Source: an optimization exercise on an open RTL-to-GDS flow (aim: small area, a short achievable clock period and few clock cycles). Production flows keep margins and buffers that such runs may drop.
No functional check of the RTL was part of any run shown here.
No activity file was given, so power comes from the tool's default toggle rates.

==> flow/design.v (outline; a module is shown in full before it is edited, if it fits) <==
// module mul: 940 lines
module mul
(
	input clk,
	input rst,
	input  [31:0] a,
	input  [31:0] b,
	input start,
	output [31:0] res_mul,
	output logic vld
);
  // ...
==> flow/flow/run.sh <==
#!/bin/bash
# The standard ORFS layout, with the port buffers that ORFS inserts before
# global placement made of sky130_fd_sc_hd__buf_4 instead of the delay
# buffer that buffer_ports picks by default.
set -euo pipefail
cd "$(dirname "$0")/.."
export BUFFER_PORTS_ARGS="-buffer_cell sky130_fd_sc_hd__buf_4"
bash standard.sh finish > standard.log 2>&1
==> flow/standard.sh <==
#!/bin/bash
# synth_recipe.tcl (not shown) runs the flow's synth.tcl, then flattens the netlist and writes it again
# the make line also repeats each setting of config.mk as NAME=value (left out here)
make -C /OpenROAD-flow-scripts/flow DESIGN_CONFIG=/design/flow/config.mk WORK_HOME=/design/flow/orfs CLKGATE_MAP_FILE= SYNTH_SCRIPT=/design/flow/synth_recipe.tcl "${@:-finish}"
==> flow/config.mk <==
export PLATFORM = sky130hd
export DESIGN_NAME = mul
export DESIGN_NICKNAME = mul
export VERILOG_FILES = /design/flow/design.v
export SDC_FILE = /design/flow/constraint.sdc
export NUM_CORES = 4
export LEC_CHECK = 0
export CAP_MARGIN = 20
export CORE_MARGIN = 2
export CORE_UTILIZATION = 40
export SLEW_MARGIN = 20
==> flow/constraint.sdc <==
create_clock -name core_clock -period 12.0 [get_ports {clk}]
set_input_delay 2.4000 -clock core_clock [delete_from_list [all_inputs] [get_ports {clk}]]
set_output_delay 2.4000 -clock core_clock [all_outputs]
set_load 0.01 [all_outputs]
==> results.json, run 1 <==
{
  "internal_power_uw": 2130,
  "core_region_area_um2": 33500,
  "power_density_nw_per_um2": 282,
  "power-top-group": "combinational cells",
  "grt_use_met1_pct": 31.5,
  "n_antenna_cell": 0,
  "die_w_um": 188,
  "max_slew.worst_pin.slew_ps": 854,
  "power.leakage_uw": 0.00636,
  "area_growth_pct": 9.42,
  "run_status": "finished clean",
  "nMultiInputCombCells": 1128,
  "buffers": 126,
  "cts_resized": 0,
  "crit_buf_inv": 4,
  "synth-xor-area-share_pct": 19.3,
  "met1_length_um": 17100,
  "h-tree-depth": 3,
  "grt_max_degree": 68,
  "row_count": 67,
  "synthAdderAreaFrac_pct": 35.8,
  "yosysMostFrequentCell": "a22oi_1",
  "mostFrequentLayoutCells": "226 x a22oi_1, 196 x fa_1, 163 x xnor2_1",
  "crit_slowest_cell": "nor2b_1",
  "cts_tree": "done",
  "clockBufferCount": 9,
  "yosysSeqAreaShare_pct": 10.3,
  "utilization_pct": 44.4,
  "min_period_ps": 6590,
  "post-dp-hpwl_um": 29100,
  "placed_cells": 1929,
  "place_congestion": 0.872,
  "crit_start": "b[3]",
  "hold_viol": 0,
  "ys_seq_elements": 70,
  "path_delay_family": "adder cells",
  "use_met3_pct": 3.43,
  "routed_wl_um": 40800,
  "regArea_um2": 1400
}
==> run 2: changes to the inputs <==
--- a/flow/design.v
+++ b/flow/design.v
@@ -368,32 +368,32 @@
 logic s337, c338, s339, c340, s341, c342, s343, c344, s345, c346, s347, c348, s349, c350, s351, c352;
 logic s353, c354, s355, c356, s357, c358, s359, c360, s361, c362, s363, c364, s365, c366, s367, c368;
 logic s369, c370, s371, c372, s373, c374, s375, c376, s377, c378, s379, c380, s381, c382, s383, c384;
 logic s385, c386, s387, c388, s389, c390, s391, c392, s393, c394, s395, c396, s397, c398, s399, c400;
 logic s401, c402, s403, c404, s405, c406, s407, c408, s409, c410, s411, c412, s413, c414, s415, c416;
 logic s417, c418, s419, c420, s421, c422, s423, c424, s425, c426, s427, c428, s429, c430, s431, c432;
 logic s433, c434, s435, c436, s437, c438, s439, c440, s441, c442, s443, c444, s445, c446, s447, c448;
 logic s449, c450, s451, c452, s453, c454, s455, c456, s457, c458, s459, c460, s461, c462, s463, c464;
-logic s465, c466, s467, c468, s469, c470, s471, c472, s473, c474, s475, c476, s477, c478, s479, c480;
-logic s481, c482, s483, c484, s485, c486, s487, c488, s489, c490, s491, c492, s493, c494, s495, c496;
-logic s497, c498, s499, c500, s501, c502, s503, c504, s505, c506, s507, c508, s509, c510, s511, c512;
-logic s513, c514, s515, c516, s517, c518, s519, c520, s521, c522, s523, c524, s525, c526, s527, c528;
-logic s529, c530, s531, c532, s533, c534, s535, c536, s537, c538, s539, c540, s541, c542, s543, c544;
-logic s545, c546, s547, c548, s549, c550, s551, c552, s553, c554, s555, c556, s557, c558, s561, c562;
-logic s563, c564, s565, c566, s567, c568, s569, c570, s571, c572, s573, c574, s575, c576, s577, c578;
-logic s579, c580, s581, c582, s585, c586, s587, c588, s589, c590, s591, c592, s593, c594, s595, c596;
-logic s597, c598, s599, c600, s601, c602, s603, c604, s605, c606, s607, c608, s611, c612, s613, c614;
-logic s615, c616, s617, c618, s619, c620, s621, c622, s623, c624, s625, c626, s627, c628, s629, c630;
-logic s631, c632, s633, c634, s637, c638, s639, c640, s641, c642, s643, c644, s645, c646, s647, c648;
-logic s649, c650, s651, c652, s653, c654, s655, c656, s657, c658, s659, c660, s665, c666, s667, c668;
-logic s669, c670, s671, c672, s673, c674, s675, c676, s677, c678, s679, c680, s681, c682, s683, c684;
-logic s685, c686, s687, c688, s693, c694, s695, c696, s697, c698, s699, c700, s701, c702, s703, c704;
-logic s705, c706, s707, c708, s709, c710, s711, c712, s713, c714, s715, c716, s717, c718, s723, s724;
-logic s725, s726, s727, s728, s729, s730, s731, s732, s733, s734, s735;
+logic s465, c466, s467, c468, s469, c470, s473, c474, s475, c476, s477, c478, s479, c480, s481, c482;
+logic s483, c484, s485, c486, s487, c488, s489, c490, s493, c494, s495, c496, s497, c498, s499, c500;
+logic s501, c502, s503, c504, s505, c506, s507, c508, s509, c510, s511, c512, s515, c516, s517, c518;
+logic s519, c520, s521, c522, s523, c524, s525, c526, s527, c528, s529, c530, s531, c532, s533, c534;
+logic s537, c538, s539, c540, s541, c542, s543, c544, s545, c546, s547, c548, s549, c550, s551, c552;
+logic s553, c554, s555, c556, s557, c558, s561, c562, s563, c564, s565, c566, s567, c568, s569, c570;
+logic s571, c572, s573, c574, s575, c576, s577, c578, s579, c580, s581, c582, s585, c586, s587, c588;
+logic s589, c590, s591, c592, s593, c594, s595, c596, s597, c598, s599, c600, s601, c602, s603, c604;
+logic s605, c606, s607, c608, s611, c612, s613, c614, s615, c616, s617, c618, s619, c620, s621, c622;
+logic s623, c624, s625, c626, s627, c628, s629, c630, s631, c632, s633, c634, s637, c638, s639, c640;
+logic s641, c642, s643, c644, s645, c646, s647, c648, s649, c650, s651, c652, s653, c654, s655, c656;
+logic s657, c658, s659, c660, s665, c666, s667, c668, s669, c670, s671, c672, s673, c674, s675, c676;
+logic s677, c678, s679, c680, s681, c682, s683, c684, s685, c686, s687, c688, s693, c694, s695, c696;
+logic s697, c698, s699, c700, s701, c702, s703, c704, s705, c706, s707, c708, s709, c710, s711, c712;
+logic s713, c714, s715, c716, s717, c718, s723, s724, s725, s726, s727, s728, s729, s730, s731, s732;
+logic s733, s734, s735;
 assign s273 = bn1 ^ pp3;
 assign c274 = bn1 & pp3;
 assign s275 = pp4 ^ pp34;
 assign c276 = pp4 & pp34;
 assign s277 = bn2 ^ pp5 ^ pp35;
 assign c278 = (bn2 & pp5) | (pp35 & (bn2 ^ pp5));
 assign s279 = pp63 ^ c276;
 assign c280 = pp63 & c276;
@@ -432,18 +432,18 @@
 assign s313 = bn5 ^ pp11 ^ pp41;
 assign c314 = (bn5 & pp11) | (pp41 & (bn5 ^ pp11));
 assign s315 = pp69 ^ pp95 ^ pp119;
 assign c316 = (pp69 & pp95) | (pp119 & (pp69 ^ pp95));
 assign s317 = pp141 ^ c306 ^ s313;
 assign c318 = (pp141 & c306) | (s313 & (pp141 ^ c306));
 assign s319 = s315 ^ c308 ^ s317;
 assign c320 = (s315 & c308) | (s317 & (s315 ^ c308));
-assign s321 = c312 ^ c310;
-assign c322 = c312 & c310;
+assign s321 = c310 ^ c312;
+assign c322 = c310 & c312;
 assign s323 = pp12 ^ pp42 ^ pp70;
 assign c324 = (pp12 & pp42) | (pp70 & (pp12 ^ pp42));
 assign s325 = pp96 ^ pp120 ^ pp142;
 assign c326 = (pp96 & pp120) | (pp142 & (pp96 ^ pp120));
 assign s327 = c314 ^ c316 ^ s323;
 assign c328 = (c314 & c316) | (s323 & (c314 ^ c316));
 assign s329 = s325 ^ c318 ^ s327;
 assign c330 = (s325 & c318) | (s327 & (s325 ^ c318));
@@ -560,18 +560,18 @@
 assign s441 = pp218 ^ c418 ^ c420;
 assign c442 = (pp218 & c418) | (c420 & (pp218 ^ c418));
 assign s443 = c422 ^ s435 ^ s437;
 assign c444 = (c422 & s435) | (s437 & (c422 ^ s435));
 assign s445 = s439 ^ c424 ^ c426;
 assign c446 = (s439 & c424) | (c426 & (s439 ^ c424));
 assign s447 = s441 ^ s443 ^ c428;
 assign c448 = (s441 & s443) | (c428 & (s441 ^ s443));
-assign s449 = s445 ^ c430 ^ s447;
-assign c450 = (s445 & c430) | (s447 & (s445 ^ c430));
+assign s449 = c430 ^ s445 ^ s447;
+assign c450 = (c430 & s445) | (s447 & (c430 ^ s445));
 assign s451 = c432 ^ c434;
 assign c452 = c432 & c434;
 assign s453 = bn10 ^ pp21 ^ pp51;
 assign c454 = (bn10 & pp21) | (pp51 & (bn10 ^ pp21));
 assign s455 = pp79 ^ pp105 ^ pp129;
 assign c456 = (pp79 & pp105) | (pp129 & (pp79 ^ pp105));
 assign s457 = pp151 ^ pp171 ^ pp189;
 assign c458 = (pp151 & pp171) | (pp189 & (pp151 ^ pp171));
@@ -582,18 +582,16 @@
 assign s463 = s453 ^ s455 ^ s457;
 assign c464 = (s453 & s455) | (s457 & (s453 ^ s455));
 assign s465 = s459 ^ c442 ^ c444;
 assign c466 = (s459 & c442) | (c444 & (s459 ^ c442));
 assign s467 = s461 ^ s463 ^ c446;
 assign c468 = (s461 & s463) | (c446 & (s461 ^ s463));
 assign s469 = s465 ^ c448 ^ s467;
 assign c470 = (s465 & c448) | (s467 & (s465 ^ c448));
-assign s471 = c450 ^ c452;
-assign c472 = c450 & c452;
 assign s473 = pp22 ^ pp52 ^ pp80;
 assign c474 = (pp22 & pp52) | (pp80 & (pp22 ^ pp52));
 assign s475 = pp106 ^ pp130 ^ pp152;
 assign c476 = (pp106 & pp130) | (pp152 & (pp106 ^ pp130));
 assign s477 = pp172 ^ pp190 ^ pp206;
 assign c478 = (pp172 & pp190) | (pp206 & (pp172 ^ pp190));
 assign s479 = pp220 ^ pp232 ^ c454;
 assign c480 = (pp220 & pp232) | (c454 & (pp220 ^ pp232));
@@ -602,18 +600,16 @@
 assign s483 = s473 ^ s475 ^ s477;
 assign c484 = (s473 & s475) | (s477 & (s473 ^ s475));
 assign s485 = c462 ^ c464 ^ s479;
 assign c486 = (c462 & c464) | (s479 & (c462 ^ c464));
 assign s487 = s481 ^ s483 ^ c466;
 assign c488 = (s481 & s483) | (c466 & (s481 ^ s483));
 assign s489 = s485 ^ c468 ^ s487;
 assign c490 = (s485 & c468) | (s487 & (s485 ^ c468));
-assign s491 = c470 ^ s489;
-assign c492 = c470 & s489;
 assign s493 = bn11 ^ pp23 ^ pp53;
 assign c494 = (bn11 & pp23) | (pp53 & (bn11 ^ pp23));
 assign s495 = pp81 ^ pp107 ^ pp131;
 assign c496 = (pp81 & pp107) | (pp131 & (pp81 ^ pp107));
 assign s497 = pp153 ^ pp173 ^ pp191;
 assign c498 = (pp153 & pp173) | (pp191 & (pp153 ^ pp173));
 assign s499 = pp207 ^ pp221 ^ pp233;
 assign c500 = (pp207 & pp221) | (pp233 & (pp207 ^ pp221));
@@ -624,18 +620,16 @@
 assign s505 = s497 ^ s499 ^ c480;
 assign c506 = (s497 & s499) | (c480 & (s497 ^ s499));
 assign s507 = c482 ^ c484 ^ s501;
 assign c508 = (c482 & c484) | (s501 & (c482 ^ c484));
 assign s509 = s503 ^ c486 ^ s505;
 assign c510 = (s503 & c486) | (s505 & (s503 ^ c486));
 assign s511 = s507 ^ c488 ^ s509;
 assign c512 = (s507 & c488) | (s509 & (s507 ^ c488));
-assign s513 = c490 ^ s511;
-assign c514 = c490 & s511;
 assign s515 = pp24 ^ pp54 ^ pp82;
 assign c516 = (pp24 & pp54) | (pp82 & (pp24 ^ pp54));
 assign s517 = pp108 ^ pp132 ^ pp154;
 assign c518 = (pp108 & pp132) | (pp154 & (pp108 ^ pp132));
 assign s519 = pp174 ^ pp192 ^ pp208;
 assign c520 = (pp174 & pp192) | (pp208 & (pp174 ^ pp192));
 assign s521 = pp222 ^ pp234 ^ pp244;
 assign c522 = (pp222 & pp234) | (pp244 & (pp222 ^ pp234));
@@ -646,18 +640,16 @@
 assign s527 = s519 ^ s521 ^ c502;
 assign c528 = (s519 & s521) | (c502 & (s519 ^ s521));
 assign s529 = c504 ^ s523 ^ s525;
 assign c530 = (c504 & s523) | (s525 & (c504 ^ s523));
 assign s531 = c506 ^ c508 ^ s527;
 assign c532 = (c506 & c508) | (s527 & (c506 ^ c508));
 assign s533 = s529 ^ c510 ^ s531;
 assign c534 = (s529 & c510) | (s531 & (s529 ^ c510));
-assign s535 = c512 ^ s533;
-assign c536 = c512 & s533;
 assign s537 = bn12 ^ pp25 ^ pp55;
 assign c538 = (bn12 & pp25) | (pp55 & (bn12 ^ pp25));
 assign s539 = pp83 ^ pp109 ^ pp133;
 assign c540 = (pp83 & pp109) | (pp133 & (pp83 ^ pp109));
 assign s541 = pp155 ^ pp175 ^ pp193;
 assign c542 = (pp155 & pp175) | (pp193 & (pp155 ^ pp175));
 assign s543 = pp209 ^ pp223 ^ pp235;
 assign c544 = (pp209 & pp223) | (pp235 & (pp209 ^ pp223));
@@ -666,18 +658,18 @@
 assign s547 = c518 ^ c520 ^ c522;
 assign c548 = (c518 & c520) | (c522 & (c518 ^ c520));
 assign s549 = s537 ^ s539 ^ s541;
 assign c550 = (s537 & s539) | (s541 & (s537 ^ s539));
 assign s551 = s543 ^ c524 ^ c526;
 assign c552 = (s543 & c524) | (c526 & (s543 ^ c524));
 assign s553 = s545 ^ s547 ^ s549;
 assign c554 = (s545 & s547) | (s549 & (s545 ^ s547));
-assign s555 = c528 ^ s551 ^ c530;
-assign c556 = (c528 & s551) | (c530 & (c528 ^ s551));
+assign s555 = c528 ^ c530 ^ s551;
+assign c556 = (c528 & c530) | (s551 & (c528 ^ c530));
 assign s557 = s553 ^ c532 ^ s555;
 assign c558 = (s553 & c532) | (s555 & (s553 ^ c532));
 assign s561 = pp26 ^ pp56 ^ pp84;
 assign c562 = (pp26 & pp56) | (pp84 & (pp26 ^ pp56));
 assign s563 = pp110 ^ pp134 ^ pp156;
 assign c564 = (pp110 & pp134) | (pp156 & (pp110 ^ pp134));
 assign s565 = pp176 ^ pp194 ^ pp210;
 assign c566 = (pp176 & pp194) | (pp210 & (pp176 ^ pp194));
@@ -688,18 +680,18 @@
 assign s571 = c542 ^ c544 ^ s561;
 assign c572 = (c542 & c544) | (s561 & (c542 ^ c544));
 assign s573 = s563 ^ s565 ^ s567;
 assign c574 = (s563 & s565) | (s567 & (s563 ^ s565));
 assign s575 = c546 ^ c548 ^ c550;
 assign c576 = (c546 & c548) | (c550 & (c546 ^ c548));
 assign s577 = s569 ^ s571 ^ s573;
 assign c578 = (s569 & s571) | (s573 & (s569 ^ s571));
-assign s579 = c552 ^ s575 ^ c554;
-assign c580 = (c552 & s575) | (c554 & (c552 ^ s575));
+assign s579 = c552 ^ c554 ^ s575;
+assign c580 = (c552 & c554) | (s575 & (c552 ^ c554));
 assign s581 = s577 ^ c556 ^ s579;
 assign c582 = (s577 & c556) | (s579 & (s577 ^ c556));
 assign s585 = bn13 ^ pp27 ^ pp57;
 assign c586 = (bn13 & pp27) | (pp57 & (bn13 ^ pp27));
 assign s587 = pp85 ^ pp111 ^ pp135;
 assign c588 = (pp85 & pp111) | (pp135 & (pp85 ^ pp111));
 assign s589 = pp157 ^ pp177 ^ pp195;
 assign c590 = (pp157 & pp177) | (pp195 & (pp157 ^ pp177));
@@ -712,18 +704,18 @@
 assign s597 = c568 ^ s585 ^ s587;
 assign c598 = (c568 & s585) | (s587 & (c568 ^ s585));
 assign s599 = s589 ^ s591 ^ s593;
 assign c600 = (s589 & s591) | (s593 & (s589 ^ s591));
 assign s601 = c570 ^ c572 ^ c574;
 assign c602 = (c570 & c572) | (c574 & (c570 ^ c572));
 assign s603 = s595 ^ s597 ^ s599;
 assign c604 = (s595 & s597) | (s599 & (s595 ^ s597));
-assign s605 = c576 ^ s601 ^ c578;
-assign c606 = (c576 & s601) | (c578 & (c576 ^ s601));
+assign s605 = c576 ^ c578 ^ s601;
+assign c606 = (c576 & c578) | (s601 & (c576 ^ c578));
 assign s607 = s603 ^ c580 ^ s605;
 assign c608 = (s603 & c580) | (s605 & (s603 ^ c580));
 assign s611 = pp28 ^ pp58 ^ pp86;
 assign c612 = (pp28 & pp58) | (pp86 & (pp28 ^ pp58));
 assign s613 = pp112 ^ pp136 ^ pp158;
 assign c614 = (pp112 & pp136) | (pp158 & (pp112 ^ pp136));
 assign s615 = pp178 ^ pp196 ^ pp212;
 assign c616 = (pp178 & pp196) | (pp212 & (pp178 ^ pp196));
@@ -736,20 +728,20 @@
 assign s623 = c594 ^ s611 ^ s613;
 assign c624 = (c594 & s611) | (s613 & (c594 ^ s611));
 assign s625 = s615 ^ s617 ^ c596;
 assign c626 = (s615 & s617) | (c596 & (s615 ^ s617));
 assign s627 = c598 ^ c600 ^ s619;
 assign c628 = (c598 & c600) | (s619 & (c598 ^ c600));
 assign s629 = s621 ^ s623 ^ c602;
 assign c630 = (s621 & s623) | (c602 & (s621 ^ s623));
-assign s631 = s625 ^ s627 ^ c604;
-assign c632 = (s625 & s627) | (c604 & (s625 ^ s627));
-assign s633 = s629 ^ c606 ^ s631;
-assign c634 = (s629 & c606) | (s631 & (s629 ^ c606));
+assign s631 = s625 ^ c604 ^ s627;
+assign c632 = (s625 & c604) | (s627 & (s625 ^ c604));
+assign s633 = c606 ^ s629 ^ s631;
+assign c634 = (c606 & s629) | (s631 & (c606 ^ s629));
 assign s637 = bn14 ^ pp29 ^ pp59;
 assign c638 = (bn14 & pp29) | (pp59 & (bn14 ^ pp29));
 assign s639 = pp87 ^ pp113 ^ pp137;
 assign c640 = (pp87 & pp113) | (pp137 & (pp87 ^ pp113));
 assign s641 = pp159 ^ pp179 ^ pp197;
 assign c642 = (pp159 & pp179) | (pp197 & (pp159 ^ pp179));
 assign s643 = pp213 ^ pp227 ^ pp239;
 assign c644 = (pp213 & pp227) | (pp239 & (pp213 ^ pp227));
@@ -784,20 +776,20 @@
 assign s677 = c644 ^ c646 ^ s665;
 assign c678 = (c644 & c646) | (s665 & (c644 ^ c646));
 assign s679 = s667 ^ s669 ^ s671;
 assign c680 = (s667 & s669) | (s671 & (s667 ^ s669));
 assign s681 = s673 ^ c648 ^ c650;
 assign c682 = (s673 & c648) | (c650 & (s673 ^ c648));
 assign s683 = c652 ^ s675 ^ s677;
 assign c684 = (c652 & s675) | (s677 & (c652 ^ s675));
-assign s685 = s679 ^ c654 ^ s681;
-assign c686 = (s679 & c654) | (s681 & (s679 ^ c654));
-assign s687 = c656 ^ s683 ^ c658;
-assign c688 = (c656 & s683) | (c658 & (c656 ^ s683));
+assign s685 = s679 ^ c654 ^ c656;
+assign c686 = (s679 & c654) | (c656 & (s679 ^ c654));
+assign s687 = s681 ^ s683 ^ c658;
+assign c688 = (s681 & s683) | (c658 & (s681 ^ s683));
 assign s693 = bn15 ^ pp31 ^ pp61;
 assign c694 = (bn15 & pp31) | (pp61 & (bn15 ^ pp31));
 assign s695 = pp89 ^ pp115 ^ pp139;
 assign c696 = (pp89 & pp115) | (pp139 & (pp89 ^ pp115));
 assign s697 = pp161 ^ pp181 ^ pp199;
 assign c698 = (pp161 & pp181) | (pp199 & (pp161 ^ pp181));
 assign s699 = pp215 ^ pp229 ^ pp241;
 assign c700 = (pp215 & pp229) | (pp241 & (pp215 ^ pp229));
@@ -810,60 +802,68 @@
 assign s707 = c674 ^ s693 ^ s695;
 assign c708 = (c674 & s693) | (s695 & (c674 ^ s693));
 assign s709 = s697 ^ s699 ^ s701;
 assign c710 = (s697 & s699) | (s701 & (s697 ^ s699));
 assign s711 = c676 ^ c678 ^ c680;
 assign c712 = (c676 & c678) | (c680 & (c676 ^ c678));
 assign s713 = s703 ^ s705 ^ s707;
 assign c714 = (s703 & s705) | (s707 & (s703 ^ s705));
-assign s715 = s709 ^ c682 ^ s711;
-assign c716 = (s709 & c682) | (s711 & (s709 ^ c682));
-assign s717 = c684 ^ s713 ^ c686;
-assign c718 = (c684 & s713) | (c686 & (c684 ^ s713));
+assign s715 = s709 ^ c682 ^ c684;
+assign c716 = (s709 & c682) | (c684 & (s709 ^ c682));
+assign s717 = s711 ^ s713 ^ c686;
+assign c718 = (s711 & s713) | (c686 & (s711 ^ s713));
 assign s723 = pp32 ^ pp62 ^ pp90;
 assign s724 = pp116 ^ pp140 ^ pp162;
 assign s725 = pp182 ^ pp200 ^ pp216;
 assign s726 = pp230 ^ pp242 ^ pp252;
 assign s727 = pp260 ^ pp266 ^ pp270;
 assign s728 = pp272 ^ s723 ^ s724;
 assign s729 = s725 ^ s726 ^ s727;
 assign s730 = c694 ^ c696 ^ c698;
 assign s731 = c700 ^ c702 ^ s728;
 assign s732 = s729 ^ s730 ^ c704;
-assign s733 = c706 ^ s731 ^ c708;
-assign s734 = c710 ^ s732 ^ s733;
+assign s733 = c706 ^ c708 ^ c710;
+assign s734 = s731 ^ s732 ^ s733;
 assign s735 = c712 ^ c714 ^ s734;
-logic c534_q, s557_q, c558_q, s581_q, c582_q, s607_q, c608_q, s633_q, s657_q, c632_q, s659_q, c634_q, s685_q, c660_q, s687_q, s715_q;
-logic c688_q, s717_q, s735_q, c716_q, c718_q, pp1_q, pp2_q, pp33_q, c274_q, s277_q, s281_q, s287_q, s293_q, c296_q, s309_q, s319_q;
-logic c322_q, c332_q, s353_q, s367_q, c370_q, c384_q, c400_q, c416_q, s449_q, s469_q, c472_q, c492_q, c514_q, c536_q, bn0_q, s273_q;
-logic s275_q, s279_q, s283_q, s289_q, s295_q, s303_q, s311_q, s321_q, s331_q, s343_q, s355_q, s369_q, s383_q, s399_q, s415_q, s433_q;
-logic s451_q, s471_q, s491_q, s513_q, s535_q;
+logic c450_q, c452_q, c470_q, s489_q, c490_q, s511_q, c512_q, s533_q, c534_q, s557_q, c558_q, s581_q, c582_q, s607_q, c608_q, s633_q;
+logic c632_q, s657_q, s659_q, c634_q, s685_q, c660_q, s687_q, s715_q, c688_q, s717_q, c716_q, s735_q, c718_q, pp1_q, pp2_q, pp33_q;
+logic c274_q, s277_q, s281_q, s287_q, s293_q, c296_q, s309_q, s319_q, c322_q, c332_q, s353_q, s367_q, c370_q, c384_q, c400_q, c416_q;
+logic s449_q, s469_q, bn0_q, s273_q, s275_q, s279_q, s283_q, s289_q, s295_q, s303_q, s311_q, s321_q, s331_q, s343_q, s355_q, s369_q;
+logic s383_q, s399_q, s415_q, s433_q, s451_q;
 always_ff @(posedge clk) begin
 	vld <= start & ~rst;
+	c450_q <= c450;
+	c452_q <= c452;
+	c470_q <= c470;
+	s489_q <= s489;
+	c490_q <= c490;
+	s511_q <= s511;
+	c512_q <= c512;
+	s533_q <= s533;
 	c534_q <= c534;
 	s557_q <= s557;
 	c558_q <= c558;
 	s581_q <= s581;
 	c582_q <= c582;
 	s607_q <= s607;
 	c608_q <= c608;
 	s633_q <= s633;
-	s657_q <= s657;
 	c632_q <= c632;
+	s657_q <= s657;
 	s659_q <= s659;
 	c634_q <= c634;
 	s685_q <= s685;
 	c660_q <= c660;
 	s687_q <= s687;
 	s715_q <= s715;
 	c688_q <= c688;
 	s717_q <= s717;
-	s735_q <= s735;
 	c716_q <= c716;
+	s735_q <= s735;
 	c718_q <= c718;
 	pp1_q <= pp1;
 	pp2_q <= pp2;
 	pp33_q <= pp33;
 	c274_q <= c274;
 	s277_q <= s277;
 	s281_q <= s281;
 	s287_q <= s287;
@@ -876,20 +876,16 @@
 	s353_q <= s353;
 	s367_q <= s367;
 	c370_q <= c370;
 	c384_q <= c384;
 	c400_q <= c400;
 	c416_q <= c416;
 	s449_q <= s449;
 	s469_q <= s469;
-	c472_q <= c472;
-	c492_q <= c492;
-	c514_q <= c514;
-	c536_q <= c536;
 	bn0_q <= bn0;
 	s273_q <= s273;
 	s275_q <= s275;
 	s279_q <= s279;
 	s283_q <= s283;
 	s289_q <= s289;
 	s295_q <= s295;
 	s303_q <= s303;
@@ -899,42 +895,46 @@
 	s343_q <= s343;
 	s355_q <= s355;
 	s369_q <= s369;
 	s383_q <= s383;
 	s399_q <= s399;
 	s415_q <= s415;
 	s433_q <= s433;
 	s451_q <= s451;
-	s471_q <= s471;
-	s491_q <= s491;
-	s513_q <= s513;
-	s535_q <= s535;
 end
-logic s559, c560, s583, c584, s609, c610, s635, c636, s661, c662, s663, c664, s689, c690, s691, c692;
-logic s719, c720, s721, c722, s736, s737;
+logic s471, c472, s491, c492, s513, c514, s535, c536, s559, c560, s583, c584, s609, c610, s635, c636;
+logic s661, c662, s663, c664, s689, c690, s691, c692, s719, c720, s721, c722, s736, s737;
+assign s471 = c450_q ^ c452_q;
+assign c472 = c450_q & c452_q;
+assign s491 = c470_q ^ s489_q;
+assign c492 = c470_q & s489_q;
+assign s513 = c490_q ^ s511_q;
+assign c514 = c490_q & s511_q;
+assign s535 = c512_q ^ s533_q;
+assign c536 = c512_q & s533_q;
 assign s559 = c534_q ^ s557_q;
 assign c560 = c534_q & s557_q;
 assign s583 = c558_q ^ s581_q;
 assign c584 = c558_q & s581_q;
 assign s609 = c582_q ^ s607_q;
 assign c610 = c582_q & s607_q;
 assign s635 = c608_q ^ s633_q;
 assign c636 = c608_q & s633_q;
-assign s661 = s657_q ^ c632_q ^ s659_q;
-assign c662 = (s657_q & c632_q) | (s659_q & (s657_q ^ c632_q));
+assign s661 = c632_q ^ s657_q ^ s659_q;
+assign c662 = (c632_q & s657_q) | (s659_q & (c632_q ^ s657_q));
 assign s663 = c634_q ^ c636;
 assign c664 = c634_q & c636;
 assign s689 = s685_q ^ c660_q ^ s687_q;
 assign c690 = (s685_q & c660_q) | (s687_q & (s685_q ^ c660_q));
 assign s691 = c662 ^ c664;
 assign c692 = c662 & c664;
 assign s719 = s715_q ^ c688_q ^ s717_q;
 assign c720 = (s715_q & c688_q) | (s717_q & (s715_q ^ c688_q));
 assign s721 = c690 ^ s719;
 assign c722 = c690 & s719;
-assign s736 = s735_q ^ c716_q ^ c718_q;
+assign s736 = c716_q ^ s735_q ^ c718_q;
 assign s737 = s736 ^ c720;
 logic [31:0] r0, r1;
-assign r0 = {c722, c692, s689, s661, c610, c584, c560, c536_q, c514_q, c492_q, c472_q, s469_q, s449_q, c416_q, c400_q, c384_q, c370_q, s367_q, s353_q, c332_q, c322_q, s319_q, s309_q, c296_q, s293_q, s287_q, s281_q, s277_q, c274_q, pp33_q, pp2_q, pp1_q};
-assign r1 = {s737, s721, s691, s663, s635, s609, s583, s559, s535_q, s513_q, s491_q, s471_q, s451_q, s433_q, s415_q, s399_q, s383_q, s369_q, s355_q, s343_q, s331_q, s321_q, s311_q, s303_q, s295_q, s289_q, s283_q, s279_q, s275_q, s273_q, 1'b0, bn0_q};
+assign r0 = {c722, c692, s689, s661, c610, c584, c560, c536, c514, c492, c472, s469_q, s449_q, c416_q, c400_q, c384_q, c370_q, s367_q, s353_q, c332_q, c322_q, s319_q, s309_q, c296_q, s293_q, s287_q, s281_q, s277_q, c274_q, pp33_q, pp2_q, pp1_q};
+assign r1 = {s737, s721, s691, s663, s635, s609, s583, s559, s535, s513, s491, s471, s451_q, s433_q, s415_q, s399_q, s383_q, s369_q, s355_q, s343_q, s331_q, s321_q, s311_q, s303_q, s295_q, s289_q, s283_q, s279_q, s275_q, s273_q, 1'b0, bn0_q};
 assign res_mul = r0 + r1;
 endmodule
==> flow/flow/run.sh (replaced) <==
#!/bin/bash
# The standard ORFS layout with three changes to how it is made:
#  - synthesis skips the generic ABC pass inside Yosys's synth command
#    (SYNTH_ARGS=-noabc), so extract_fa sees the adders as written and maps
#    them to full-adder cells without inverters between them; registers and
#    their names are the standard synthesis's;
#  - the port buffers are sky130_fd_sc_hd__buf_4 instead of a delay buffer;
#  - repair_timing aims for a larger setup margin.
set -euo pipefail
cd "$(dirname "$0")/.."
export SYNTH_ARGS="-noabc"
export BUFFER_PORTS_ARGS="-buffer_cell sky130_fd_sc_hd__buf_4"
export SETUP_SLACK_MARGIN=6.5
bash standard.sh finish > standard.log 2>&1
==> flow/config.mk (replaced) <==
export PLATFORM = sky130hd
export DESIGN_NAME = mul
export DESIGN_NICKNAME = mul
export VERILOG_FILES = /design/flow/design.v
export SDC_FILE = /design/flow/constraint.sdc
export NUM_CORES = 4
export LEC_CHECK = 0
export CAP_MARGIN = 20
export CORE_MARGIN = 2
export CORE_UTILIZATION = 55
export SLEW_MARGIN = 20
==> results.json, run 2 <==
{
  "async_reset_ff_share_pct": 0,
  "placed_area_um2": 14300,
  "root_buffer": "clkbuf_16",
  "via_per_inst": 6.47,
  "place_congestion": 0.904,
  "min_path_cells": 2,
  "cts_tree": "done",
  "yosysSeqAreaShare_pct": 10.7,
  "drc": 0,
  "syn_inst": 1352,
  "arrival_ps": 5770,
  "ios": 100,
  "die_w_um": 158,
  "run_status": "finished clean",
  "ys_seq_elements": 70,
  "synth_commonest_cells": "289 x xnor2_1, 225 x a22oi_1, 196 x fa_1",
  "synth_edf_count": 0,
  "synthDominantCellAreaShare_pct": 30.0,
  "power_density_nw_per_um2": 264,
  "mostFrequentLayoutCells": "278 x xnor2_1, 191 x a22oi_1, 154 x buf_4",
  "post-dp-hpwl_um": 28000,
  "first_pass_iters": 7,
  "slew_viol_final": 0,
  "drive_gt1_share_pct": 28.3,
  "peakVddDrop_mv": 0.269,
  "grt_pass1_wl_um": 66400,
  "fillCellCount": 1840,
  "worst-setup-path-type": "input port to flop",
  "yosys.cell_types.count": 53,
  "cts-buffers-inserted": 9,
  "max_slew.worst_pin.slew_ps": 629,
  "yosysWarnings": 1,
  "num_vias": 11495,
  "rsz0062_at_grt": "yes",
  "relSlewSlack_pct": 58.1,
  "worstSetupStartpointType": "input port",
  "wl_per_cell_um": 26.0,
  "synth.avg_cell_area_um2": 9.68,
  "fp.dieH_um": 158,
  "final_common_cell": "xnor2_1",
  "clock-sinks": 70,
  "die-area_um2": 25100,
  "grt_max_degree": 60,
  "syn_area_um2": 13100,
  "nets": 1790,
  "instances_no_fill": 1777,
  "cp_cell_sequence": "buf_8, nand2b_4, o22ai_4, buf_12, buf_12, a22oi_2, xnor2_2, fa_2, fa_2, fa_2, fa_2, fa_1",
  "path_max_fanout": 6,
  "yosys.area.top_type": "fa_1",
  "design_area_um2": 16500,
  "hold_viol": 0,
  "cpMostUsedCell": "fa_2",
  "min_from": "rst",
  "synth_area_leaders": "fa_1 30%, xnor2_1 19%, a22oi_1 13%, dfxtp_1 11%, ha_1 7.2%",
  "placed_cells": 1653,
  "syn-num-nets": 1690,
  "power.leakage_uw": 0.00628,
  "hold_end": "vld",
  "min_period_ps": 5540,
  "start_util_pct": 55.9,
  "area_growth_pct": 26.0,
  "finalSetupTns_ps": 0,
  "h-tree-depth": 3,
  "fmax_mhz": 180,
  "crit_path_max_incr_delay_ps": 550,
  "maxCapViolations": 0,
  "required_ps": 12230,
  "final.period_utilization_pct": 46.2,
  "grtUsageTotal_pct": 36.0,
  "port-buffer-count": 99,
  "ant_nets": 0,
  "routed_wl_um": 46200,
  "utilization_pct": 70.5,
  "worst_setup_path_end_kind": "flop",
  "crit_slowest_cell": "fa_2",
  "antenna_found_initial": 1,
  "clk_pin_slew_worst_paths_ps": 70,
  "drtIter0Drc": 1440,
  "row_count": 56,
  "grt_overflow": 0,
  "clk_path_buf_depth": 2,
  "ys.flop_type": "dfxtp_1",
  "core_region_area_um2": 23400,
  "hold_class": "input port to flop",
  "hold_buffers": 0,
  "yosysMostFrequentCell": "xnor2_1",
  "grt_pass1_vias": 11173,
  "setup_viol": 0
}
==> run 2: changes by cell type after synthesis, moves of 6 or more <==
| cell | previous run | this run |
|---|---|---|
| and2b_1 | 6 | 0 |
| buf_1 | 28 | 22 |
| mux2i_1 | 16 | 0 |
| nor2_1 | 33 | 21 |
| xor2_1 | 136 | 37 |
| xnor2_1 | 163 | 289 |
| inv_1 | 152 | 36 |
| nand3b_1 | 12 | 4 |
| nand3_1 | 22 | 5 |
| nand2_1 | 68 | 57 |
| o21ai_0 | 34 | 24 |
| a21oi_1 | 36 | 74 |
==> run 2: report_power, final <==
group          switching [uW]  internal (uW)
registers                39.7            400
clock network             124            142
logic                    1890           1770
total                    2050           2310
==> run 2: worst max-delay path by stage <==
stage / slack [ps] / end / startpoint
3_5_place_dp: 5370 / s451_q / b[1]
6_report: 6460 / s607_q / b[2]
5_1_grt: 6340 / s735_q / b[2]
3_3_place_gp: 5410 / s451_q / b[1]
4_1_cts: 6460 / s451_q / b[3]
2_1_floorplan: 6360 / s581_q / b[1]
==> run 2: critical path, delay by kind of cell <==
kind	cells	cell delay (ps)
compound gates	2	330
fa+ha+maj	5	2330
xor+xnor	1	160
simple gates	1	140
buf+inv	3	410
==> run 2: routing by layer <==
| metal | vias up | track usage (%) | share of wire [%] |
|---|---|---|---|
| met5 | - | 0 | 0.026 |
| met4 | 2 | 14.9 | 4.8 |
| met3 | 192 | 9.20 | 11 |
| met2 | 758 | 56.0 | 45 |
| met1 | 5665 | 48.1 | 39 |
| li1 | 4878 | - | - |
==> run 2: per-stage QoR <==
| step | setup slack (ps) | hold WS [ps] | power [uW] |
|---|---|---|---|
| 2_1_floorplan | 6360 | 2430 | 2840 |
| 3_3_place_gp | 5410 | 2560 | 3810 |
| 3_5_place_dp | 5370 | 2560 | 3880 |
| 4_1_cts | 6460 | 2180 | 4240 |
| 5_1_grt | 6340 | 2180 | 4860 |
| 6_report | 6460 | 2190 | 4360 |
==> run 2: kinds of logic (layout without fill, tap and decap cells) <==
kind of cell | after synthesis | after routing | share of synthesized area [%]
compound gates | 378 | 379 | 20.1
xor+xnor | 327 | 327 | 22.0
fa+ha+maj | 271 | 271 | 37.1
buf+inv | 168 | 272 | 4.84
flops | 70 | 70 | 10.7
other cells | 0 | 1 | 0
simple gates | 138 | 138 | 5.24
==> run 2: layout make-up <==
| type | instances | area [um^2] | area share [%] |
|---|---|---|---|
| Antenna cell | 1 | 2.50 | 0.0152 |
| Clock buffer | 9 | 225 | 1.37 |
| Clock inverter | 7 | 56.3 | 0.341 |
| Inverter | 46 | 302 | 1.83 |
| Multi-Input combinational cell | 1115 | 12000 | 72.7 |
| Sequential cell | 70 | 1400 | 8.50 |
| Tap cell | 319 | 399 | 2.42 |
| Timing Repair Buffer | 205 | 2080 | 12.6 |
| Timing Repair inverter | 5 | 37.5 | 0.228 |
==> run 2: what timing repair did <==
action | in CTS | in global routing
setup buffers | 53 | 41
gates cloned | 8 | 5
gates resized for setup | 96 | 75
pin swaps | 31 | 73
endpoints found under the setup margin | 54 | 40

[what the ideal ports hide]
How much do the figures lean on ideal ports? The routed layouts below were timed once more, with nothing changed but the port constraints. Step 1 (the two cells are an assumption about what drives the block):
set clk [get_ports {clk}]
set_driving_cell -lib_cell sky130_fd_sc_hd__clkbuf_16 $clk
set_driving_cell -lib_cell sky130_fd_sc_hd__buf_2 [delete_from_list [all_inputs] $clk]
Step 2 moves the port delays by t, midway between the first and last clock arrival at a register: inputs arrive t later, outputs are due t later. That takes back most of the time a late clock gives input paths. Three values: no drivers, after step 1, after step 2; two values: the first two.
run	shift t [ns]	setup slack, ns	worst setup path at the end
run 1	0.409	5.409 / 5.435 / 5.026	input to register
run 2	0.405	6.457 / 6.380 / 5.975	input to register
After both steps setup and hold are still met in every run listed. The setup slack of run 2, which loses most, moves by -0.077 ns with the drivers and by -0.482 ns with both steps.
